This design comes from an exercise in tuning for small area and a short achievable clock period on the open sky130 flow, not from production work. In this exercise RTL edits were held to simulation tests only and were not proved equivalent to the original.

==> flow/design.v, too long to show whole: its modules and the start of the top module <==
// module prod: 1543 lines
// module fa: 4 lines
// module top_moduleAlu: 393 lines
// module ha_s: 4 lines
module top_moduleAlu #(parameter DATA_WIDTH = 32)(
	input clk_top,
	input [2:0] opcode_top,
	input [31:0] portA_top,
	input [31:0] portB_top,
	output reg [63:0] out_top,
	output [32:0] result_sum_top,
	output [32:0] result_res_top,
	output [63:0] result_pro_top,
	output [31:0] result_and_top,
	output [31:0] result_or_top,
	output [31:0] result_nand_top,
	output [31:0] result_nor_top,
	output [31:0] result_xor_top,
	output carry_flag_sum_top,
	output zero_flag_sum_top,
	output zero_flag_res_top,
	output zero_flag_pro_top,
	output zero_flag_and_top,
	output zero_flag_or_top,
	output zero_flag_nand_top,
	output zero_flag_nor_top,
	output zero_flag_xor_top,
	output reg carry_flag_top,
	output reg zero_flag_top
);
  // ...
==> flow/flow/run.sh <==
#!/bin/bash
# Standard ORFS layout; the only change is the cell used to buffer the ports
# (buf_1 instead of the default choice, clkdlybuf4s50_1).
set -euo pipefail
bash standard.sh "BUFFER_PORTS_ARGS=-buffer_cell sky130_fd_sc_hd__buf_1" finish > make_finish.log 2>&1
==> flow/standard.sh <==
#!/bin/bash
# synth_recipe.tcl (not shown) runs the flow's synth.tcl, then flattens the netlist and writes it again
# the make line also repeats each setting of config.mk as NAME=value (left out here)
make -C /OpenROAD-flow-scripts/flow DESIGN_CONFIG=/design/flow/config.mk WORK_HOME=/design/flow/orfs CLKGATE_MAP_FILE= SYNTH_SCRIPT=/design/flow/synth_recipe.tcl "${@:-finish}"
==> flow/config.mk <==
export PLATFORM = sky130hd
export DESIGN_NAME = top_moduleAlu
export DESIGN_NICKNAME = top_moduleAlu
export VERILOG_FILES = /design/flow/design.v
export SDC_FILE = /design/flow/constraint.sdc
export NUM_CORES = 4
export LEC_CHECK = 0
export ABC_AREA = 1
export CAP_MARGIN = 20
export CORE_MARGIN = 2
export CORE_UTILIZATION = 40
export SETUP_SLACK_MARGIN = 5
export SLEW_MARGIN = 20
export SYNTH_HIERARCHICAL = 1
export SYNTH_MINIMUM_KEEP_SIZE = 0
==> flow/constraint.sdc <==
create_clock -name core_clock -period 20.0 [get_ports {clk_top}]
set_input_delay 4.0000 -clock core_clock [delete_from_list [all_inputs] [get_ports {clk_top}]]
set_output_delay 4.0000 -clock core_clock [all_outputs]
set_load 0.01 [all_outputs]
==> run summary, run 1 <==
Crit path top cell by count -> fa_1
Crit. path cell count -> 24
Mapped Cells -> 3,223
total grt overflow -> 0
main combinational cell family by area after synthesis -> adder cells
CP arrival -> 10.79 ns
met2 WL -> 56,700 um
Data required, critical path -> 16.00 ns
Max Slew Vio Count -> 0
Seq cells -> 66
Synth Area in Compound Gates -> 0.169
Die Wd -> 267 um
met3 WL post-DR -> 14,600 um
Clock buffer cells -> 10
status -> timing/DRC/antenna clean
Hold WS -> 4.06 ns
# clock sinks -> 66
final hold vios -> 0
FILL cells -> 6,860
crit path kind -> primary input to output port
Largest cell class -> multi-input gates
ys async rst share -> 0
maxcap violations -> 0
crit-path max cell delay -> 0.69 ns
n_taps -> 931
first-pass GRT wire length -> 187,000 um
vias per inst -> 6.29
CTS tree -> done
Synth Register Bits -> 66
==> run 2: changes to the inputs <==
--- a/flow/config.mk
+++ b/flow/config.mk
@@ -9,6 +9,7 @@
 export CAP_MARGIN = 20
 export CORE_MARGIN = 2
 export CORE_UTILIZATION = 40
+export PLACE_DENSITY = 0.75
 export SETUP_SLACK_MARGIN = 5
 export SLEW_MARGIN = 20
 export SYNTH_HIERARCHICAL = 1
==> run summary, run 2 <==
status -> timing/DRC/antenna clean
ys flop type -> dfxtp_1
Die Wd -> 267 um (unchanged)
Placer Congestion -> 1.06
Mapped Cells -> 3,223 (unchanged)
WL/cell -> 29.7 um
largest net degree at the start of global routing -> 67
Data required, critical path -> 16.00 ns (about the same)
Yosys top cell area share -> 0.337
first-pass GRT wire length -> 189,000 um (+1.2%)
dpl ws -> 4.06 ns
drt drc -> 0
Max Slew Vio Count -> 0 (unchanged)
Starting Density -> 0.404
Slew headroom -> 0.186
placed cell areas -> 0.0300 sq mm
Worst-Margin Slew -> 1.22 ns
Max Used Layer -> met5
metal1 wirelength -> 44,000 um
Routed Antenna Nets -> 0
final core occ -> 0.450
largest area contributor in the netlist -> fa_1
post-synthesis sequential area ratio -> 0.0477
number of flip-flops in the largest register -> 64
P&R area growth vs syn -> 11.4%
ys async rst share -> 0 (unchanged)
Die H -> 267 um
CORE AREA -> 0.0686 sq mm
setup ws final -> 5.17 ns
Cells after DPL -> 4,376
CP endpoint kind -> output port
ranking of synthesized cells by area -> fa_1, xor2_1, o22ai_1, ha_1, dfxtp_1
Max Clk Rate -> 0.0674 GHz
DPL Wire Length -> 91,500 um
total grt overflow -> 0 (unchanged)
met3 WL post-DR -> 19,300 um (+32%)
setup violators final -> 0
router iterations before antenna repair -> 9
Synth Register Bits -> 66 (unchanged)
Post-Syn Area -> 0.0277 sq mm
CTS tree -> done
commonest non-fill, non-tap cell in the layout -> xor2_1
RSZ-0062 raised after global routing -> yes
final hold vios -> 0 (unchanged)
clock buffer depth -> 2
EDFF count, synth -> 0
die area -> 0.0714 sq mm
clock buffer count from CTS -> 9
Placement Rows -> 96
Final Cycle Share -> 0.742
# H-tree levels -> 3
biggest regs -> out_top (64), carry_flag_top (1), zero_flag_top (1)
Total Wirelength -> 131,000 um
Setup crit start kind -> primary input
synth warn -> 7
vias per inst -> 6.56 (+4.2%)
Total Routing Usage GR -> 0.359
maxcap violations -> 0 (unchanged)
worst-path fanout max -> 41
Iter 0 DRT Violations -> 4,620
vias in the first global route -> 27,946
port bufs -> 432
layout cells sized above 1 -> 0.0800
count leader, synth -> xor2_1
Avg Cell Area, Syn -> 8.60 sq um
root buffer cell -> clkbuf_16
Biggest register -> out_top
initial antenna violation count -> 9
Hold WC Path Type -> primary input to register
crit path kind -> primary input to output port
Hold WS -> 4.09 ns (+0.0306 ns)
TNS Setup -> 0 ns
CP arrival -> 10.83 ns (+0.04 ns)
most frequent cells after synthesis -> xor2_1, o22ai_1, fa_1, nand2_1, inv_1
cts hold-fix bufs -> 0
# IOs -> 433
final instance area -> 0.0309 sq mm
DR vias -> 29,023
Final Critical Period -> 14.83 ns
met2 WL -> 54,000 um (-4.7%)
commonest non-fill, non-tap cells in the layout -> xor2_1, o22ai_1, fa_1
# clock sinks -> 66 (unchanged)
nets -> 4,166
Synth cell types -> 59
Worst-path clk slew -> 0.07 ns
non-filler cells, final -> 4,425
## run 2: changes by cell type in the layout (fill, tap and decap cells not counted), sizes merged
cell	before	now
buf	508	514
clkinv	11	6
inv	249	254
a21oi	67	69
clkinvlp	2	4
clkbuf	27	28
diode	5	6
o21ai	50	51
## run 2: Yosys stat by module, one instance, submodules excluded
module	flops+latches	times used
top_moduleAlu	66	1
ha_s	0	32
fa	0	435
prod	0	1
## run 2: final timing paths
check	from	endpoint	cells after the start
setup / recovery	portB_top[7]	result_pro_top[47]	27
hold / removal	portA_top[31]	carry_flag_top	4
## run 2: what timing repair did
action	4_1_cts	5_1_grt
endpoints found under the setup margin	43	32
hold endpoints to repair	0	0
buffers inserted	5	16
gates resized for setup	28	61
cloned	4	1
pin swaps	2	6
## run 2: cell families after synthesis
group	after synthesis	synth area share
other cells	1	0.000135
fa+ha+maj	615	0.404
compound gates	732	0.169
xor+xnor	576	0.183
buf+inv	554	0.0822
simple gates	679	0.115
flops	66	0.0477
## run 2: final cells by class
cell class	instances	area, sq um
inverter	257	968
antenna	6	15.0
clock inverter	7	68.8
sequential	66	1320
timing repair buffer	533	2630
multi-input combinational	2615	24500
clock buffer	9	225
timing repair inverter	1	5.00
tap	931	1160
fill	6682	37700
## run 2: worst max-delay path: stages
cell and delay, ns:
clkbuf_2 0.10, buf_8 0.34, nor2_2 0.13, o21ai_4 0.36
buf_6 0.29, o22ai_1 0.11, xor2_1 0.19, fa_1 0.43
fa_1 0.56, fa_1 0.46, fa_1 0.40, fa_1 0.55
fa_1 0.49, ha_1 0.30, nand2_1 0.09, nor2_2 0.05
nand4_2 0.08, clkinv_1 0.08, a21oi_2 0.19, nand2_4 0.13
a21oi_2 0.31, o21bai_2 0.13, nand3_1 0.08, nand2_1 0.07
fa_1 0.37, xor2_1 0.27, buf_1 0.19
## run 2: routing by layer
metal | track usage | vias to the layer above
met5 | 0.00347 | -
li1 | - | 11529
met3 | 0.137 | 816
met4 | 0.295 | 4
met2 | 0.518 | 2854
met1 | 0.421 | 13820
==> run 3: changes to the inputs <==
--- a/flow/config.mk
+++ b/flow/config.mk
@@ -9,8 +9,8 @@
 export CAP_MARGIN = 20
 export CORE_MARGIN = 2
 export CORE_UTILIZATION = 40
-export PLACE_DENSITY = 0.75
-export SETUP_SLACK_MARGIN = 5
+export CTS_BUF_LIST = sky130_fd_sc_hd__clkbuf_8
+export SETUP_SLACK_MARGIN = 4.5
 export SLEW_MARGIN = 20
 export SYNTH_HIERARCHICAL = 1
 export SYNTH_MINIMUM_KEEP_SIZE = 0
==> run summary, run 3 <==
number of flip-flops in the largest register -> 64 (unchanged)
hold_sp -> portA_top[31]
Max Clk Rate -> 0.0659 GHz (-2.3%)
Crit path top cell by count -> fa_1
flip-flop and latch area -> 0.00132 sq mm (unchanged)
P&R area growth vs syn -> 9.13%
post-CTS setup buffer count -> 0 (-5)
Setup crit start kind -> primary input
ys flop type -> dfxtp_1
Placement Rows -> 96 (unchanged)
placed cell areas -> 0.0300 sq mm (about the same)
Die Wd -> 267 um (unchanged)
Data required, critical path -> 16.00 ns (about the same)
Synth Area in XOR/XNOR -> 0.183 (unchanged)
Starting Density -> 0.404 (unchanged)
vias per inst -> 6.25 (-4.6%)
DR vias -> 27,556 (-5.1%)
commonest non-fill, non-tap cell in the layout -> xor2_1
clock buffer depth -> 2 (unchanged)
CORE AREA -> 0.0686 sq mm (unchanged)
multi-input logic area -> 0.0243 sq mm (-0.77%)
TNS Setup -> 0 ns (unchanged)
Synth Area in Compound Gates -> 0.169 (unchanged)
RSZ-0062 raised after global routing -> no
# H-tree levels -> 3 (unchanged)
# clock sinks -> 66 (unchanged)
Hold Path Sink -> carry_flag_top
final hold vios -> 0 (unchanged)
Slowest-stage cell, CP -> fa_1
nets -> 4,146 (-0.48%)
first-pass GRT wire length -> 187,000 um (-1.1%)
biggest regs -> out_top (64), carry_flag_top (1), zero_flag_top (1)
Synth cell types -> 59 (unchanged)
commonest non-fill, non-tap cells in the layout -> xor2_1, o22ai_1, fa_1
ys async rst share -> 0 (unchanged)
CP endpoint kind -> output port
main combinational cell family by area after synthesis -> adder cells
Worst-Margin Slew -> 1.19 ns (-0.0299 ns)
Synth Register Bits -> 66 (unchanged)
Mapped Cells -> 3,223 (unchanged)
Avg Cell Area, Syn -> 8.60 sq um (unchanged)
Hold WS -> 3.96 ns (-0.127 ns)
Iter 0 DRT Violations -> 3,319 (-28%)
status -> timing/DRC/antenna clean
drt drc -> 0 (unchanged)
Total Routing Usage GR -> 0.357 (-0.00148)
setup ws final -> 4.82 ns (-0.348 ns)
final core occ -> 0.441 (-0.00918)
Routed Antenna Nets -> 0 (unchanged)
FILL cells -> 6,887 (+3.1%)
synth warn -> 7 (unchanged)
crit-path max cell delay -> 0.60 ns (+0.04 ns)
layout cells sized above 1 -> 0.0715 (-0.00848)
worst-path fanout max -> 24 (-41%)
depth of the worst hold-timing path -> 4 (unchanged)
Slew headroom -> 0.206 (+0.0200)
largest area contributor in the netlist -> fa_1
adder-cell area share of the yosys netlist -> 0.404 (unchanged)
dpl ws -> 4.59 ns (+0.532 ns)
most frequent cells after synthesis -> xor2_1, o22ai_1, fa_1, nand2_1, inv_1
DPL Wire Length -> 91,700 um (+0.22%)
non-filler cells, final -> 4,406 (-0.43%)
Cells after DPL -> 4,383 (+0.16%)
simple-gate share of the synthesized area -> 0.115 (unchanged)
root buffer cell -> clkbuf_8
Final Critical Period -> 15.18 ns (+0.348 ns)
Placer Congestion -> 1.04 (-2.0%)
Die H -> 267 um (unchanged)
port bufs -> 432 (unchanged)
ranking of synthesized cells by area -> fa_1, xor2_1, o22ai_1, ha_1, dfxtp_1
CP arrival -> 11.18 ns (+0.35 ns)
Worst-path clk slew -> 0.11 ns (+0.04 ns)
post-synthesis sequential area ratio -> 0.0477 (unchanged)
router iterations before antenna repair -> 5 (-4)
Final Cycle Share -> 0.759 (+0.0174)
CTS tree -> done
Yosys top cell area share -> 0.337 (unchanged)
die area -> 0.0714 sq mm (unchanged)
total grt overflow -> 0 (unchanged)
crit path kind -> primary input to output port
proportion of synthesized area in mux cells -> 0 (unchanged)
setup violators final -> 0 (unchanged)
clock buffer count from CTS -> 9 (unchanged)
Total Wirelength -> 129,000 um (-1.8%)
# IOs -> 433 (unchanged)
EDFF count, synth -> 0 (unchanged)
count leader, synth -> xor2_1
Hold WC Path Type -> primary input to register
Post-Syn Area -> 0.0277 sq mm (unchanged)
vias in the first global route -> 26,969 (-3.5%)
Biggest register -> out_top
Max Slew Vio Count -> 0 (unchanged)
maxcap violations -> 0 (unchanged)
largest net degree at the start of global routing -> 50 (-25%)
WL/cell -> 29.3 um (-1.3%)
final instance area -> 0.0303 sq mm (-2.0%)
initial antenna violation count -> 10 (+1)
==> run 3: cell families after synthesis <==
family          after synthesis
simple gates                679
xor+xnor                    576
fa+ha+maj                   615
flops                        66
compound gates              732
buf+inv                     554
other cells                   1
==> run 3: cell type report <==
| cell class | count | share of cell area |
|---|---|---|
| tap | 931 | 0.0385 |
| inverter | 257 | 0.0319 |
| antenna | 7 | 0.000579 |
| clock inverter | 6 | 0.00215 |
| timing repair buffer | 517 | 0.0756 |
| sequential | 66 | 0.0437 |
| multi-input combinational | 2612 | 0.803 |
| clock buffer | 10 | 0.00455 |
==> run 3: layer usage <==
layer / up-vias / GRT usage / part of all wire
li1: 11461 / - / -
met1: 13597 / 0.433 / 0.37
met2: 2014 / 0.542 / 0.44
met3: 476 / 0.103 / 0.11
met4: 8 / 0.256 / 0.083
met5: - / 0 / 0.00042
==> run 3: worst max-delay path by stage <==
stage	endpoint	depth (start not counted)	slack, ns	start
3_3_place_gp	result_pro_top[62]	26	4.68	portB_top[1]
2_1_floorplan	result_pro_top[55]	27	6.36	portB_top[1]
3_5_place_dp	result_pro_top[62]	26	4.59	portB_top[1]
4_1_cts	result_pro_top[62]	26	4.57	portB_top[1]
6_report	result_pro_top[62]	26	4.82	portB_top[21]
5_1_grt	result_pro_top[62]	27	4.54	portB_top[7]
==> run 3: what timing repair did <==
item | in CTS | in global routing
resized for setup | 0 | 4
hold buffers | 0 | 0
endpoints found under the setup margin | 0 | 18
==> run 3: worst max-delay path: cells and delay by family <==
kind | cells | cell delay (ns)
adder cells (fa/ha/maj) | 7 | 3.42
buffers and inverters | 6 | 1.50
AND/OR/NAND/NOR | 9 | 1.37
AO/OA/AOI/OAI | 3 | 0.63
XOR/XNOR | 1 | 0.21
==> run 3: modules after synthesis (local to each module, per instance) <==
module         cells inside  area (sq um)  copies in the design
prod                   1831         12700                     1
top_moduleAlu           925          5960                     1
fa                        1          20.0                   435
ha_s                      1          12.5                    32
==> run 4: changes to the inputs <==
--- a/flow/config.mk
+++ b/flow/config.mk
@@ -10,7 +10,8 @@
 export CORE_MARGIN = 2
 export CORE_UTILIZATION = 40
 export CTS_BUF_LIST = sky130_fd_sc_hd__clkbuf_8
-export SETUP_SLACK_MARGIN = 4.5
+export SETUP_SLACK_MARGIN = 5
 export SLEW_MARGIN = 20
 export SYNTH_HIERARCHICAL = 1
 export SYNTH_MINIMUM_KEEP_SIZE = 0
+export TNS_END_PERCENT = 0
==> run summary, run 4 <==
status -> timing/DRC/antenna clean
RSZ-0062 raised after global routing -> yes
setup violators final -> 0 (unchanged)
maxcap violations -> 0 (unchanged)
Starting Density -> 0.404 (unchanged)
# H-tree levels -> 3 (unchanged)
Avg Cell Area, Syn -> 8.60 sq um (unchanged)
DPL Wire Length -> 91,700 um (unchanged)
ranking of synthesized cells by area -> fa_1, xor2_1, o22ai_1, ha_1, dfxtp_1
P&R area growth vs syn -> 10.1%
WL/cell -> 29.3 um (+0.11%)
final hold vios -> 0 (unchanged)
CORE AREA -> 0.0686 sq mm (unchanged)
Max Slew Vio Count -> 0 (unchanged)
clock buffer count from CTS -> 9 (unchanged)
count leader, synth -> xor2_1
Hold WS -> 3.98 ns (+0.0161 ns)
DR vias -> 27,703 (+0.53%)
largest area contributor in the netlist -> fa_1
total grt overflow -> 0 (unchanged)
Post-Syn Area -> 0.0277 sq mm (unchanged)
largest net degree at the start of global routing -> 50 (unchanged)
Synth cell types -> 59 (unchanged)
Mapped Cells -> 3,223 (unchanged)
Buf/Inv on CP -> 4 (-2)
root buffer cell -> clkbuf_8
Final Critical Period -> 14.76 ns (-0.421 ns)
crit-path max cell delay -> 0.66 ns (+0.06 ns)
Crit path top cell by count -> fa_1
flip-flop and latch area -> 0.00132 sq mm (unchanged)
Max Clk Rate -> 0.0677 GHz (+2.9%)
CP arrival -> 10.76 ns (-0.42 ns)
most frequent cells after synthesis -> xor2_1, o22ai_1, fa_1, nand2_1, inv_1
CTS tree -> done
EDFF count, synth -> 0 (unchanged)
initial antenna violation count -> 8 (-2)
first-pass GRT wire length -> 187,000 um (-0.16%)
number of flip-flops in the largest register -> 64 (unchanged)
Die H -> 267 um (unchanged)
vias per inst -> 6.28 (+0.37%)
setup ws final -> 5.24 ns (+0.421 ns)
Total Wirelength -> 129,000 um (+0.27%)
TNS Setup -> 0 ns (unchanged)
nets -> 4,154 (+0.19%)
post-synthesis sequential area ratio -> 0.0477 (unchanged)
Placer Congestion -> 1.04 (unchanged)
worst-path fanout max -> 41 (+71%)
synth warn -> 7 (unchanged)
Final Cycle Share -> 0.738 (-0.0211)
Synth Register Bits -> 66 (unchanged)
clock buffer depth -> 2 (unchanged)
Biggest register -> out_top
drt drc -> 0 (unchanged)
CP Cell Sequence -> clkbuf_2, buf_8, nor2_1, a21oi_2, buf_6, o22ai_1, xor2_1, fa_1, fa_1, fa_1, fa_1, fa_1, ha_1, nand2_1, nand2_1, a21oi_1, nand2_1, a31oi_1, o21bai_1, nand3_1, nand2_1, fa_1, xor2_1, buf_1
Routed Antenna Nets -> 0 (unchanged)
Total Routing Usage GR -> 0.356 (-0.000974)
die area -> 0.0714 sq mm (unchanged)
Yosys top cell area share -> 0.337 (unchanged)
biggest regs -> out_top (64), carry_flag_top (1), zero_flag_top (1)
ys async rst share -> 0 (unchanged)
Worst-path clk slew -> 0.11 ns (about the same)
Die Wd -> 267 um (unchanged)
Setup crit start kind -> primary input
commonest non-fill, non-tap cell in the layout -> xor2_1
Worst-Margin Slew -> 1.16 ns (-0.0237 ns)
multi-input logic area -> 0.0243 sq mm (about the same)
Iter 0 DRT Violations -> 3,136 (-5.5%)
ys flop type -> dfxtp_1
# clock sinks -> 66 (unchanged)
commonest non-fill, non-tap cells in the layout -> xor2_1, o22ai_1, fa_1
layout cells sized above 1 -> 0.0754 (+0.00386)
Worst path top cell family by delay -> adder cells
dpl ws -> 4.59 ns (unchanged)
Hold WC Path Type -> primary input to register
CP endpoint kind -> output port
Slowest-stage cell, CP -> xor2_1
# IOs -> 433 (unchanged)
crit path kind -> primary input to output port
port bufs -> 432 (unchanged)
router iterations before antenna repair -> 6 (+1)
Slew headroom -> 0.222 (+0.0158)
FILL cells -> 6,868 (-0.28%)
Placement Rows -> 96 (unchanged)
vias in the first global route -> 26,925 (-0.16%)
Data required, critical path -> 16.00 ns (about the same)
[run 4: changes by cell type in the layout (fill, tap and decap cells not counted), moves of 4 or more]
cell    change
buf_12      +5
buf_4      -20
buf_6      +18
buf_8       +4
nor2_1      -4
nor2_2      +4
[run 4: metrics by stage]
step           cell area [sq um]  cells  utilization
2_1_floorplan              27800   3232            -
3_3_place_gp               30000   4383        0.437
3_5_place_dp               30000   4383        0.437
4_1_cts                    30200   4400        0.441
5_1_grt                    30500   4411        0.445
6_report                   30500   4413        0.445
[run 4: area by class of cell]
| cell class | instances | share of cell area |
|---|---|---|
| clock inverter | 6 | 0.00213 |
| tap | 931 | 0.0382 |
| timing repair buffer | 525 | 0.0831 |
| clock buffer | 10 | 0.00451 |
| inverter | 257 | 0.0317 |
| sequential | 66 | 0.0433 |
| multi-input combinational | 2612 | 0.797 |
| antenna | 6 | 0.000492 |
[run 4: timing repair]
action | 4_1_cts | 5_1_grt
setup buffers | 1 | 6
pin swaps | 1 | 1
gates resized for setup | 8 | 55
cloned | 0 | 1
setup endpoints to repair | 25 | 25
hold buffers | 0 | 0
[run 4: Yosys stat by module, one instance, submodules excluded]
| module | cell area, sq um | flops+latches |
|---|---|---|
| fa | 20.0 | 0 |
| top_moduleAlu | 5960 | 66 |
| prod | 12700 | 0 |
| ha_s | 12.5 | 0 |
[run 4: final timing paths]
kind	start	slack [ns]	cells past startpoint	end
worst max-delay path	portB_top[3]	5.24	24	result_pro_top[31]
worst min-delay path	portA_top[31]	3.98	4	carry_flag_top
[run 4: cells by family (layout without fill, tap and decap cells)]
kind of cell,count (synthesis),after routing,share of synthesized area
AOI/OAI and AO/OA,732,732,0.169
and+or+nand+nor,679,679,0.115
adders and majority gates,615,615,0.404
xor gates and xnor gates,576,576,0.183
buffers and inverters,554,798,0.0822
DFF,66,66,0.0477
other,1,16,0.000135
[run 4: metal layers]
metal  GRT usage  up-vias  wire length [um]
met5           0        -                27
met4       0.251        4             11000
met3      0.0998      487             14300
met2       0.544     2019             57100
met1       0.433    13719             46900
li1            -    11474                 -
==> run 5: changes to the inputs <==
--- a/flow/config.mk
+++ b/flow/config.mk
@@ -14,4 +14,3 @@
 export SLEW_MARGIN = 20
 export SYNTH_HIERARCHICAL = 1
 export SYNTH_MINIMUM_KEEP_SIZE = 0
-export TNS_END_PERCENT = 0
==> run summary, run 5 <==
synth warn -> 7 (unchanged)
# H-tree levels -> 3 (unchanged)
Crit path top cell by count -> fa_1
ys flop type -> dfxtp_1
EDFF count, synth -> 0 (unchanged)
crit path kind -> primary input to output port
Worst-Margin Slew -> 1.14 ns (-0.0234 ns)
Placement Rows -> 96 (unchanged)
clock buffer count from CTS -> 9 (unchanged)
Yosys top cell area share -> 0.337 (unchanged)
Synth Register Bits -> 66 (unchanged)
vias per inst -> 6.30 (+0.34%)
WL/cell -> 29.3 um (about the same)
number of flip-flops in the largest register -> 64 (unchanged)
TNS Setup -> 0 ns (unchanged)
ys async rst share -> 0 (unchanged)
largest area contributor in the netlist -> fa_1
port bufs -> 432 (unchanged)
setup violators final -> 0 (unchanged)
final hold vios -> 0 (unchanged)
CTS tree -> done
Setup crit start kind -> primary input
root buffer cell -> clkbuf_8
Hold WC Path Type -> primary input to register
most frequent cells after synthesis -> xor2_1, o22ai_1, fa_1, nand2_1, inv_1
DPL Wire Length -> 91,700 um (unchanged)
CP endpoint kind -> output port
depth of the worst hold-timing path -> 4 (unchanged)
Biggest register -> out_top
Starting Density -> 0.404 (unchanged)
P&R area growth vs syn -> 10.1% (about the same)
Die Wd -> 267 um (unchanged)
biggest regs -> out_top (64), carry_flag_top (1), zero_flag_top (1)
hold_sp -> portA_top[31]
post-synthesis sequential area ratio -> 0.0477 (unchanged)
Hold Path Sink -> carry_flag_top
# clock sinks -> 66 (unchanged)
Die H -> 267 um (unchanged)
Slew headroom -> 0.238 (+0.0156)
crit-path max cell delay -> 0.66 ns (about the same)
Routed Antenna Nets -> 0 (unchanged)
nets -> 4,154 (unchanged)
multi-input logic area -> 0.0243 sq mm (unchanged)
Total Wirelength -> 129,000 um (about the same)
# IOs -> 433 (unchanged)
count leader, synth -> xor2_1
router iterations before antenna repair -> 6 (unchanged)
dpl ws -> 4.59 ns (unchanged)
initial antenna violation count -> 8 (unchanged)
RSZ-0062 raised after global routing -> no
commonest non-fill, non-tap cells in the layout -> xor2_1, o22ai_1, fa_1
Max Slew Vio Count -> 0 (unchanged)
Final Cycle Share -> 0.737 (-0.00120)
CP arrival -> 10.74 ns (-0.02 ns)
ranking of synthesized cells by area -> fa_1, xor2_1, o22ai_1, ha_1, dfxtp_1
Synth cell types -> 59 (unchanged)
first-pass GRT wire length -> 187,000 um (unchanged)
clock buffer depth -> 2 (unchanged)
CORE AREA -> 0.0686 sq mm (unchanged)
vias in the first global route -> 26,925 (unchanged)
Mapped Cells -> 3,223 (unchanged)
Total Routing Usage GR -> 0.356 (unchanged)
Data required, critical path -> 16.00 ns (about the same)
Iter 0 DRT Violations -> 3,136 (unchanged)
total grt overflow -> 0 (unchanged)
FILL cells -> 6,867 (-0.015%)
Max Clk Rate -> 0.0679 GHz (+0.16%)
DR vias -> 27,796 (+0.34%)
drt drc -> 0 (unchanged)
largest net degree at the start of global routing -> 50 (unchanged)
flip-flop and latch area -> 0.00132 sq mm (unchanged)
status -> timing/DRC/antenna clean
maxcap violations -> 0 (unchanged)
worst-path fanout max -> 31 (-24%)
CP Cell Sequence -> clkbuf_2, buf_6, nor2_1, a21oi_2, buf_4, o22ai_1, xor2_1, ha_1, fa_1, fa_1, fa_1, fa_1, ha_1, nand2_1, inv_1, a21oi_1, nand2_1, a31oi_1, o21bai_1, nand3_1, nand2_1, fa_1, xor2_1, buf_1
Placer Congestion -> 1.04 (unchanged)
Avg Cell Area, Syn -> 8.60 sq um (unchanged)
die area -> 0.0714 sq mm (unchanged)
Final Critical Period -> 14.74 ns (-0.0241 ns)
Worst-path clk slew -> 0.11 ns (about the same)
final core occ -> 0.445 (about the same)
Post-Syn Area -> 0.0277 sq mm (unchanged)
commonest non-fill, non-tap cell in the layout -> xor2_1
setup ws final -> 5.26 ns (+0.0241 ns)
Slowest-stage cell, CP -> xor2_1
layout cells sized above 1 -> 0.0754 (unchanged)
-- run 5: worst max-delay path by stage --
stage	from	to	slack (ns)
6_report	portB_top[19]	result_pro_top[31]	5.26
5_1_grt	portB_top[21]	result_pro_top[55]	4.98
4_1_cts	portB_top[21]	result_pro_top[62]	5.01
3_5_place_dp	portB_top[1]	result_pro_top[62]	4.59
3_3_place_gp	portB_top[1]	result_pro_top[62]	4.68
2_1_floorplan	portB_top[1]	result_pro_top[55]	6.36
-- run 5: per-layer routing --
layer	vias to the layer above	GRT usage	part of all wire
li1	11472	-	-
met4	4	0.251	0.085
met5	-	0	0.00021
met1	13759	0.433	0.36
met3	508	0.0998	0.11
met2	2053	0.544	0.44
-- run 5: cells by family after synthesis --
group,count (synthesis),share of synthesized area
AND/OR/NAND/NOR,679,0.115
buffers and inverters,554,0.0822
AO/OA/AOI/OAI,732,0.169
flip-flops,66,0.0477
XOR/XNOR,576,0.183
other,1,0.000135
adder cells (fa/ha/maj),615,0.404
-- run 5: repair_timing --
action / CTS / global route
hold buffers: 0 / 0
resized for setup: 8 / 56
cloned: 0 / 1
setup endpoints to repair: 25 / 25
pin swaps: 1 / 1
setup buffers: 1 / 6
-- run 5: worst max-delay path: cells and delay by family --
kind / cells / cell delay, ns
adder cells (fa/ha/maj): 7 / 3.01
AO/OA/AOI/OAI: 5 / 1.09
buffers and inverters: 5 / 1.08
XOR/XNOR: 2 / 0.84
AND/OR/NAND/NOR: 5 / 0.61
-- run 5: layout make-up --
cell class,count,share of cell area
multi-input cells,2612,0.796
repair buffers,525,0.0832
flip-flops and latches,66,0.0433
well taps,931,0.0382
inverters,257,0.0317
clock buffers,10,0.00451
clock inverters,6,0.00213
diodes,6,0.000492
-- run 5: per-module statistics from Yosys, one instance, submodules excluded --
module / flip-flops and latches / cells inside
prod: 0 / 1831
ha_s: 0 / 1
fa: 0 / 1
top_moduleAlu: 66 / 925
-- run 5: through the flow --
step,cells,cell area (sq um),hold slack [ns]
after floorplan,3232,27800,4.14
after global placement,4383,30000,4.39
after detailed placement,4383,30000,4.39
after CTS,4400,30200,3.95
after global routing,4411,30500,4.00
final,4413,30500,3.98
==> run 6: changes to the inputs <==
==> flow/flow/run.sh (replaced) <==
#!/bin/bash
# Standard ORFS layout with two changes: the ports are buffered with buf_1 (instead of
# the default clkdlybuf4s50_1), and timing repair aims for 6 ns of setup slack.
set -euo pipefail
bash standard.sh "BUFFER_PORTS_ARGS=-buffer_cell sky130_fd_sc_hd__buf_1" "SETUP_SLACK_MARGIN=6" finish > make_finish.log 2>&1
--- a/flow/config.mk
+++ b/flow/config.mk
@@ -10,7 +10,6 @@
 export CORE_MARGIN = 2
 export CORE_UTILIZATION = 40
 export CTS_BUF_LIST = sky130_fd_sc_hd__clkbuf_8
-export SETUP_SLACK_MARGIN = 5
 export SLEW_MARGIN = 20
 export SYNTH_HIERARCHICAL = 1
 export SYNTH_MINIMUM_KEEP_SIZE = 0
==> run summary, run 6 <==
Buf/Inv on CP -> 6 (+1)
status -> timing/DRC/antenna clean
CTS tree -> done
WL/cell -> 30.8 um (+4.8%)
setup violators final -> 0 (unchanged)
Max Clk Rate -> 0.0697 GHz (+2.7%)
Routed Antenna Nets -> 0 (unchanged)
Synth cell types -> 59 (unchanged)
Data required, critical path -> 16.00 ns (about the same)
first-pass GRT wire length -> 197,000 um (+5.5%)
Hold WC Path Type -> primary input to register
Slowest-stage cell, CP -> fa_2
CP endpoint kind -> output port
Worst path top cell family by delay -> adder cells
crit-path max cell delay -> 0.60 ns (-0.06 ns)
Max Slew Vio Count -> 0 (unchanged)
Worst-path clk slew -> 0.11 ns (about the same)
most frequent cells after synthesis -> xor2_1, o22ai_1, fa_1, nand2_1, inv_1
Final Cycle Share -> 0.717 (-0.0194)
# clock sinks -> 66 (unchanged)
synth warn -> 7 (unchanged)
# IOs -> 433 (unchanged)
Yosys top cell area share -> 0.337 (unchanged)
CORE AREA -> 0.0686 sq mm (unchanged)
vias in the first global route -> 28,337 (+5.2%)
Synth Register Bits -> 66 (unchanged)
RSZ-0062 raised after global routing -> yes
cts hold-fix bufs -> 0 (unchanged)
ys async rst share -> 0 (unchanged)
router iterations before antenna repair -> 8 (+2)
Worst-Margin Slew -> 1.09 ns (-0.0459 ns)
Total Routing Usage GR -> 0.379 (+0.0225)
Iter 0 DRT Violations -> 3,832 (+22%)
DPL Wire Length -> 91,700 um (unchanged)
commonest non-fill, non-tap cells in the layout -> xor2_1, o22ai_1, fa_1
initial antenna violation count -> 10 (+2)
Die Wd -> 267 um (unchanged)
Biggest register -> out_top
total grt overflow -> 0 (unchanged)
Slew headroom -> 0.268 (+0.0307)
biggest regs -> out_top (64), carry_flag_top (1), zero_flag_top (1)
Die H -> 267 um (unchanged)
DR vias -> 28,852 (+3.8%)
Placer Congestion -> 1.04 (unchanged)
layout cells sized above 1 -> 0.170 (+0.0949)
vias per inst -> 6.37 (+1.2%)
maxcap violations -> 0 (unchanged)
largest area contributor in the netlist -> fa_1
Starting Density -> 0.404 (unchanged)
ys flop type -> dfxtp_1
TNS Setup -> 0 ns (unchanged)
nets -> 4,266 (+2.7%)
Avg Cell Area, Syn -> 8.60 sq um (unchanged)
Placement Rows -> 96 (unchanged)
P&R area growth vs syn -> 22.8%
count leader, synth -> xor2_1
port bufs -> 432 (unchanged)
worst-path fanout max -> 16 (-48%)
Mapped Cells -> 3,223 (unchanged)
number of flip-flops in the largest register -> 64 (unchanged)
Setup crit start kind -> primary input
final hold vios -> 0 (unchanged)
Total Wirelength -> 139,000 um (+7.6%)
largest net degree at the start of global routing -> 50 (unchanged)
drt drc -> 0 (unchanged)
CP arrival -> 10.35 ns (-0.39 ns)
ranking of synthesized cells by area -> fa_1, xor2_1, o22ai_1, ha_1, dfxtp_1
commonest non-fill, non-tap cell in the layout -> xor2_1
post-synthesis sequential area ratio -> 0.0477 (unchanged)
clock buffer count from CTS -> 9 (unchanged)
Post-Syn Area -> 0.0277 sq mm (unchanged)
final core occ -> 0.496 (+0.0512)
die area -> 0.0714 sq mm (unchanged)
clock buffer depth -> 2 (unchanged)
# H-tree levels -> 3 (unchanged)
EDFF count, synth -> 0 (unchanged)
root buffer cell -> clkbuf_8
crit path kind -> primary input to output port
Final Critical Period -> 14.35 ns (-0.388 ns)
run 6: cell counts after synthesis:
Identical to the previous run, type by type.
run 6: repair_timing:
item | 4_1_cts | 5_1_grt
gates cloned | 21 | 9
gates resized for setup | 305 | 217
setup endpoints to repair | 47 | 42
buffers inserted | 53 | 37
pin swaps | 56 | 86
run 6: path summary, 6_finish.rpt:
| path | startpoint | to | slack (ns) | cells after the start |
|---|---|---|---|---|
| max | portB_top[0] | result_pro_top[60] | 5.65 | 29 |
| min | portA_top[31] | carry_flag_top | 3.95 | 4 |
run 6: per-stage QoR:
stage / std cells / hold WS, ns / worst slack (ns) / area [sq um]
floorplan: 3232 / 4.14 / 6.36 / 27800
global placement: 4383 / 4.39 / 4.68 / 30000
detailed placement: 4383 / 4.39 / 4.59 / 30000
CTS: 4473 / 3.97 / 5.77 / 32600
global route: 4523 / 3.97 / 5.51 / 34000
finish: 4528 / 3.95 / 5.65 / 34000
run 6: area by class of cell:
cell class	instances	area [sq um]
well taps	931	1160
clock inverters	6	65.1
inverters	257	997
clock buffers	10	138
multi-input cells	2612	25600
diodes	9	22.5
fillers	6459	34600
repair buffers	637	4740
flip-flops and latches	66	1320
run 6: worst min-delay path, cell delays in order:
cell and delay, ns:
buf_1 0.08, buf_6 0.17, nand2_1 0.09, nor2_1 0.04
run 6: cell families after synthesis:
group / Yosys count / share of synthesized area
AO/OA/AOI/OAI: 732 / 0.169
XOR/XNOR: 576 / 0.183
adder cells (fa/ha/maj): 615 / 0.404
buffers and inverters: 554 / 0.0822
flip-flops: 66 / 0.0477
other: 1 / 0.000135
AND/OR/NAND/NOR: 679 / 0.115
run 6: per-layer routing:
| layer | track usage | up-vias | routed length, um |
|---|---|---|---|
| li1 | - | 11712 | - |
| met1 | 0.441 | 14148 | 48400 |
| met2 | 0.553 | 2312 | 59700 |
| met3 | 0.143 | 674 | 17500 |
| met4 | 0.311 | 6 | 13600 |
| met5 | 0 | - | 41 |
run 6: modules after synthesis (local to each module, per instance):
module / flip-flops and latches / times used / cells inside / cell area (sq um)
fa: 0 / 435 / 1 / 20.0
top_moduleAlu: 66 / 1 / 925 / 5960
prod: 0 / 1 / 1831 / 12700
ha_s: 0 / 32 / 1 / 12.5
==> run 7: changes to the inputs <==
--- a/flow/config.mk
+++ b/flow/config.mk
@@ -13,3 +13,4 @@
 export SLEW_MARGIN = 20
 export SYNTH_HIERARCHICAL = 1
 export SYNTH_MINIMUM_KEEP_SIZE = 0
+export TNS_END_PERCENT = 0
==> run summary, run 7 <==
status -> timing/DRC/antenna clean
Die Wd -> 267 um (unchanged)
RSZ-0062 raised after global routing -> yes
non-filler cells, final -> 4,491 (-0.82%)
layout cells sized above 1 -> 0.125 (-0.0454)
commonest non-fill, non-tap cell in the layout -> xor2_1
Iter 0 DRT Violations -> 3,803 (-0.76%)
commonest non-fill, non-tap cells in the layout -> xor2_1, o22ai_1, fa_1
CORE AREA -> 0.0686 sq mm (unchanged)
multi-input logic area -> 0.0249 sq mm (-2.7%)
Final Cycle Share -> 0.721 (+0.00385)
clock buffer count from CTS -> 9 (unchanged)
WL/cell -> 30.4 um (-1.1%)
CP arrival -> 10.43 ns (+0.08 ns)
drt drc -> 0 (unchanged)
# H-tree levels -> 3 (unchanged)
Data required, critical path -> 16.00 ns (about the same)
placed cell areas -> 0.0300 sq mm (unchanged)
Hold WC Path Type -> primary input to register
Crit path top cell by count -> fa_1
synth warn -> 7 (unchanged)
Mapped Cells -> 3,223 (unchanged)
CP endpoint kind -> output port
vias per inst -> 6.37 (about the same)
Starting Density -> 0.404 (unchanged)
Placement Rows -> 96 (unchanged)
CP Cell Sequence -> buf_1, inv_2, o22ai_1, xor2_1, fa_1, fa_1, fa_1, fa_1, fa_1, ha_1, nand2_1, inv_1, a21oi_1, nand2_1, a31oi_2, o21bai_1, fa_1, xor2_2, buf_1
Worst-path clk slew -> 0.11 ns (about the same)
Placer Congestion -> 1.04 (unchanged)
nets -> 4,233 (-0.77%)
initial antenna violation count -> 8 (-2)
largest net degree at the start of global routing -> 50 (unchanged)
total grt overflow -> 0 (unchanged)
TNS Setup -> 0 ns (unchanged)
final core occ -> 0.476 (-0.0202)
port bufs -> 432 (unchanged)
Biggest register -> out_top
Routed Antenna Nets -> 0 (unchanged)
die area -> 0.0714 sq mm (unchanged)
router iterations before antenna repair -> 8 (unchanged)
clock buffer depth -> 2 (unchanged)
DPL Wire Length -> 91,700 um (unchanged)
Final Critical Period -> 14.43 ns (+0.0770 ns)
Total Routing Usage GR -> 0.365 (-0.0133)
flip-flop and latch area -> 0.00132 sq mm (unchanged)
ys async rst share -> 0 (unchanged)
worst-path fanout max -> 32 (+16)
Max Slew Vio Count -> 0 (unchanged)
# clock sinks -> 66 (unchanged)
ranking of synthesized cells by area -> fa_1, xor2_1, o22ai_1, ha_1, dfxtp_1
Slew headroom -> 0.189 (-0.0796)
Max Clk Rate -> 0.0693 GHz (-0.53%)
EDFF count, synth -> 0 (unchanged)
most frequent cells after synthesis -> xor2_1, o22ai_1, fa_1, nand2_1, inv_1
DR vias -> 28,611 (-0.84%)
root buffer cell -> clkbuf_8
# IOs -> 433 (unchanged)
count leader, synth -> xor2_1
first-pass GRT wire length -> 191,000 um (-3.1%)
Die H -> 267 um (unchanged)
number of flip-flops in the largest register -> 64 (unchanged)
largest area contributor in the netlist -> fa_1
Synth cell types -> 59 (unchanged)
P&R area growth vs syn -> 17.7%
Slowest-stage cell, CP -> inv_2
crit-path max cell delay -> 0.75 ns (+0.15 ns)
post-synthesis sequential area ratio -> 0.0477 (unchanged)
Total Wirelength -> 137,000 um (-1.9%)
Setup crit start kind -> primary input
Cells after DPL -> 4,383 (unchanged)
setup violators final -> 0 (unchanged)
ys flop type -> dfxtp_1
Worst-Margin Slew -> 1.21 ns (+0.119 ns)
CTS tree -> done
Post-Syn Area -> 0.0277 sq mm (unchanged)
vias in the first global route -> 27,477 (-3.0%)
Synth Register Bits -> 66 (unchanged)
crit path kind -> primary input to output port
final instance area -> 0.0326 sq mm (-4.1%)
FILL cells -> 6,629 (+2.6%)
Yosys top cell area share -> 0.337 (unchanged)
biggest regs -> out_top (64), carry_flag_top (1), zero_flag_top (1)
Hold WS -> 4.00 ns (+0.0526 ns)
maxcap violations -> 0 (unchanged)
final hold vios -> 0 (unchanged)
cts hold-fix bufs -> 0 (unchanged)
Avg Cell Area, Syn -> 8.60 sq um (unchanged)
==> run 7: cell count changes in the layout (fill, tap and decap cells not counted), moves of 16 or more <==
cell    delta
fa_1      +35
fa_2      -35
buf_1     +28
buf_2     -21
buf_6     -16
xor2_1    +16
==> run 7: critical path: cells and delay by family <==
family                     cells  cell delay [ns]
buffers and inverters          4             1.17
adders and majority gates      7             3.09
and+or+nand+nor                2             0.41
AOI/OAI and AO/OA              4             0.94
xor gates and xnor gates       2             0.75
==> run 7: area by class of cell <==
cell class              count  share of cell area
well taps                 931              0.0357
clock buffers              10             0.00422
flip-flops and latches     66              0.0405
clock inverters             6             0.00199
inverters                 257              0.0301
multi-input cells        2612               0.763
repair buffers            604               0.124
diodes                      5            0.000383
==> run 7: path summary, 6_finish.rpt <==
kind | start | endpoint | slack, ns | cells past startpoint
min | portA_top[31] | carry_flag_top | 4.00 | 4
max | portA_top[10] | result_pro_top[29] | 5.57 | 19
==> run 7: kinds of logic (layout without fill, tap and decap cells) <==
group	count (synthesis)	after routing	synth area share
compound gates	732	732	0.169
buf+inv	554	877	0.0822
xor+xnor	576	576	0.183
other cells	1	15	0.000135
simple gates	679	679	0.115
flops	66	66	0.0477
fa+ha+maj	615	615	0.404
==> run 7: per-layer routing <==
layer,GRT usage,vias to the layer above,part of all wire
met5,0,-,0.00028
met4,0.275,6,0.091
met3,0.117,573,0.13
met2,0.549,2235,0.43
met1,0.436,14148,0.35
li1,-,11649,-
==> run 7: per-module statistics from Yosys (local to each module, per instance) <==
module         cells inside  copies in the design
prod                   1831                     1
fa                        1                   435
top_moduleAlu           925                     1
ha_s                      1                    32
==> run 7: stage by stage <==
step	setup slack, ns
finish	5.57
global route	5.46
global placement	4.68
detailed placement	4.59
CTS	5.69
floorplan	6.36
==> run 7: timing repair <==
item	4_1_cts	5_1_grt
setup buffers	24	39
hold endpoints to repair	0	0
pin swaps	24	62
gates cloned	12	12
endpoints found under the setup margin	47	42
resized for setup	163	153
==> run 8: changes to the inputs <==
==> flow/flow/run.sh (replaced) <==
#!/bin/bash
# Standard ORFS layout with two changes: the ports are buffered with buf_1 (instead of
# the default clkdlybuf4s50_1), and timing repair aims for 5.4 ns of setup slack.
set -euo pipefail
bash standard.sh "BUFFER_PORTS_ARGS=-buffer_cell sky130_fd_sc_hd__buf_1" "SETUP_SLACK_MARGIN=5.4" finish > make_finish.log 2>&1
--- a/flow/config.mk
+++ b/flow/config.mk
@@ -13,4 +13,3 @@
 export SLEW_MARGIN = 20
 export SYNTH_HIERARCHICAL = 1
 export SYNTH_MINIMUM_KEEP_SIZE = 0
-export TNS_END_PERCENT = 0
==> run summary, run 8 <==
status -> timing/DRC/antenna clean
Mapped Cells -> 3,223 (unchanged)
biggest regs -> out_top (64), carry_flag_top (1), zero_flag_top (1)
Post-Syn Area -> 0.0277 sq mm (unchanged)
first-pass GRT wire length -> 187,000 um (-1.8%)
WL/cell -> 29.6 um (-2.6%)
P&R area growth vs syn -> 13.1%
most frequent cells after synthesis -> xor2_1, o22ai_1, fa_1, nand2_1, inv_1
final instance area -> 0.0313 sq mm (-4.0%)
drt drc -> 0 (unchanged)
largest area contributor in the netlist -> fa_1
final core occ -> 0.457 (-0.0190)
count leader, synth -> xor2_1
Slowest-stage cell, CP -> fa_1
met2 WL -> 57,400 um (-2.0%)
setup violators final -> 0 (unchanged)
met3 WL post-DR -> 14,800 um (-13%)
Crit path top cell by count -> fa_1
CP arrival -> 10.42 ns (about the same)
# IOs -> 433 (unchanged)
Synth cell types -> 59 (unchanged)
crit path kind -> primary input to output port
vias in the first global route -> 27,048 (-1.6%)
clock buffer count from CTS -> 9 (unchanged)
Final Cycle Share -> 0.721 (about the same)
Max Clk Rate -> 0.0694 GHz (about the same)
TNS Setup -> 0 ns (unchanged)
maxcap violations -> 0 (unchanged)
ys async rst share -> 0 (unchanged)
root buffer cell -> clkbuf_8
total grt overflow -> 0 (unchanged)
flip-flop and latch area -> 0.00132 sq mm (unchanged)
final hold vios -> 0 (unchanged)
Biggest register -> out_top
Final Critical Period -> 14.42 ns (-0.0100 ns)
Cells after DPL -> 4,383 (unchanged)
Synth Register Bits -> 66 (unchanged)
Max Slew Vio Count -> 0 (unchanged)
initial antenna violation count -> 10 (+2)
Iter 0 DRT Violations -> 3,580 (-5.9%)
Yosys top cell area share -> 0.337 (unchanged)
router iterations before antenna repair -> 6 (-2)
Data required, critical path -> 16.00 ns (about the same)
layout cells sized above 1 -> 0.0915 (-0.0334)
EDFF count, synth -> 0 (unchanged)
non-filler cells, final -> 4,433 (-1.3%)
Hold WC Path Type -> primary input to register
RSZ-0062 raised after global routing -> yes
CTS tree -> done
number of flip-flops in the largest register -> 64 (unchanged)
largest net degree at the start of global routing -> 50 (unchanged)
port bufs -> 432 (unchanged)
# H-tree levels -> 3 (unchanged)
Die Wd -> 267 um (unchanged)
dpl ws -> 4.59 ns (unchanged)
depth of the worst hold-timing path -> 4 (unchanged)
Worst-Margin Slew -> 1.15 ns (-0.0621 ns)
clock buffer depth -> 2 (unchanged)
Total Routing Usage GR -> 0.358 (-0.00723)
Max Used Layer -> met5
Placer Congestion -> 1.04 (unchanged)
ys flop type -> dfxtp_1
metal1 wirelength -> 47,400 um (-2.0%)
Slew headroom -> 0.230 (+0.0413)
CP endpoint kind -> output port
CORE AREA -> 0.0686 sq mm (unchanged)
multi-input logic area -> 0.0245 sq mm (-1.4%)
Starting Density -> 0.404 (unchanged)
nets -> 4,174 (-1.4%)
commonest non-fill, non-tap cell in the layout -> xor2_1
post-synthesis sequential area ratio -> 0.0477 (unchanged)
Die H -> 267 um (unchanged)
setup ws final -> 5.58 ns (+0.0100 ns)
DR vias -> 27,931 (-2.4%)
crit-path max cell delay -> 0.58 ns (-0.17 ns)
# clock sinks -> 66 (unchanged)
synth warn -> 7 (unchanged)
Worst-path clk slew -> 0.11 ns (about the same)
placed cell areas -> 0.0300 sq mm (unchanged)
Placement Rows -> 96 (unchanged)
DPL Wire Length -> 91,700 um (unchanged)
commonest non-fill, non-tap cells in the layout -> xor2_1, o22ai_1, fa_1
Avg Cell Area, Syn -> 8.60 sq um (unchanged)
FILL cells -> 6,775 (+2.2%)
Setup crit start kind -> primary input
worst-path fanout max -> 16 (-50%)
Total Wirelength -> 131,000 um (-3.9%)
die area -> 0.0714 sq mm (unchanged)
ranking of synthesized cells by area -> fa_1, xor2_1, o22ai_1, ha_1, dfxtp_1
vias per inst -> 6.30 (-1.1%)
Routed Antenna Nets -> 0 (unchanged)
Hold WS -> 3.99 ns (-0.0133 ns)
[run 8: final timing paths]
check          start                 end
min    portA_top[31]      carry_flag_top
max     portB_top[3]  result_pro_top[47]
[run 8: modules after synthesis (local to each module, per instance)]
module	times used	area (sq um)	flops+latches
top_moduleAlu	1	5960	66
fa	435	20.0	0
prod	1	12700	0
ha_s	32	12.5	0
[run 8: logic make-up (layout without fill, tap and decap cells)]
kind of cell,Yosys count,in the layout,synth area share
AO/OA/AOI/OAI,732,732,0.169
buffers and inverters,554,818,0.0822
adder cells (fa/ha/maj),615,615,0.404
XOR/XNOR,576,576,0.183
AND/OR/NAND/NOR,679,679,0.115
flip-flops,66,66,0.0477
other,1,16,0.000135
[run 8: area by class of cell]
cell class / count / share of cell area
Antenna cell: 6 / 0.000479
Clock buffer: 10 / 0.00439
Clock inverter: 6 / 0.00208
Inverter: 257 / 0.0309
Multi-Input combinational cell: 2612 / 0.783
Sequential cell: 66 / 0.0422
Tap cell: 931 / 0.0372
Timing Repair Buffer: 545 / 0.0998
[run 8: repair_timing]
| item | 4_1_cts | 5_1_grt |
|---|---|---|
| cloned | 1 | 10 |
| hold buffers | 0 | 0 |
| setup buffers | 5 | 12 |
| setup endpoints to repair | 40 | 27 |
| pin swaps | 2 | 21 |
| gates resized for setup | 54 | 124 |
| endpoints found under the hold margin | 0 | 0 |
[run 8: routing by layer]
layer / vias to the layer above / track usage
li1: 11517 / -
met1: 13714 / 0.437
met2: 2151 / 0.540
met3: 541 / 0.0994
met4: 8 / 0.265
met5: - / 0
[run 8: critical path, delay by kind of cell]
kind | cells | cell delay (ns)
xor+xnor | 2 | 0.49
compound gates | 5 | 0.74
buf+inv | 5 | 0.83
simple gates | 8 | 0.83
fa+ha+maj | 8 | 3.50

-- re-timing with driven ports --
No port has a modelled driver above. Below, the same layouts with a new extraction and two added sets of constraints.
Step 1 assumes that a clkbuf_16 drives the clock port and a buf_2 every other input.
Step 2 adds t to the input delays and takes it off the output delays; t is the mean of the earliest and latest rising clock arrival at the registers after step 1. Input paths then give back, and output paths get back, about the clock's delay inside the block.
Three values: ideal ports, drivers, drivers and shift; two values: the first two.
| run | shift t [ns] | setup WS [ns] | worst hold slack (ns) | worst slew at a driven data input, ns |
|---|---|---|---|---|
| run 1 | 0.451 | 5.209 / 5.145 / 5.145 | 4.058 / 4.018 / 4.401 | 0.16 |
| run 2 | 0.442 | 5.165 / 5.139 / 5.139 | 4.088 / 4.051 / 4.403 | 0.11 |
| run 3 | 0.522 | 4.817 / 4.786 / 4.786 | 3.961 / 3.927 / 4.404 | 0.13 |
| run 4 | 0.508 | 5.238 / 5.195 / 5.195 | 3.977 / 3.943 / 4.402 | 0.16 |
| run 5 | 0.508 | 5.262 / 5.187 / 5.187 | 3.976 / 3.943 / 4.402 | 0.16 |
| run 6 | 0.505 | 5.650 / 5.625 / 5.625 | 3.951 / 3.919 / 4.405 | 0.18 |
| run 7 | 0.499 | 5.573 / 5.545 / 5.545 | 4.004 / 3.971 / 4.405 | 0.22 |
| run 8 | 0.498 | 5.583 / 5.555 / 5.555 | 3.991 / 3.958 / 4.402 | 0.16 |
After both steps every run listed still meets setup and hold. For run 5, which loses most, drivers alone change the setup slack by -0.075 ns; drivers and shift together by -0.075 ns.
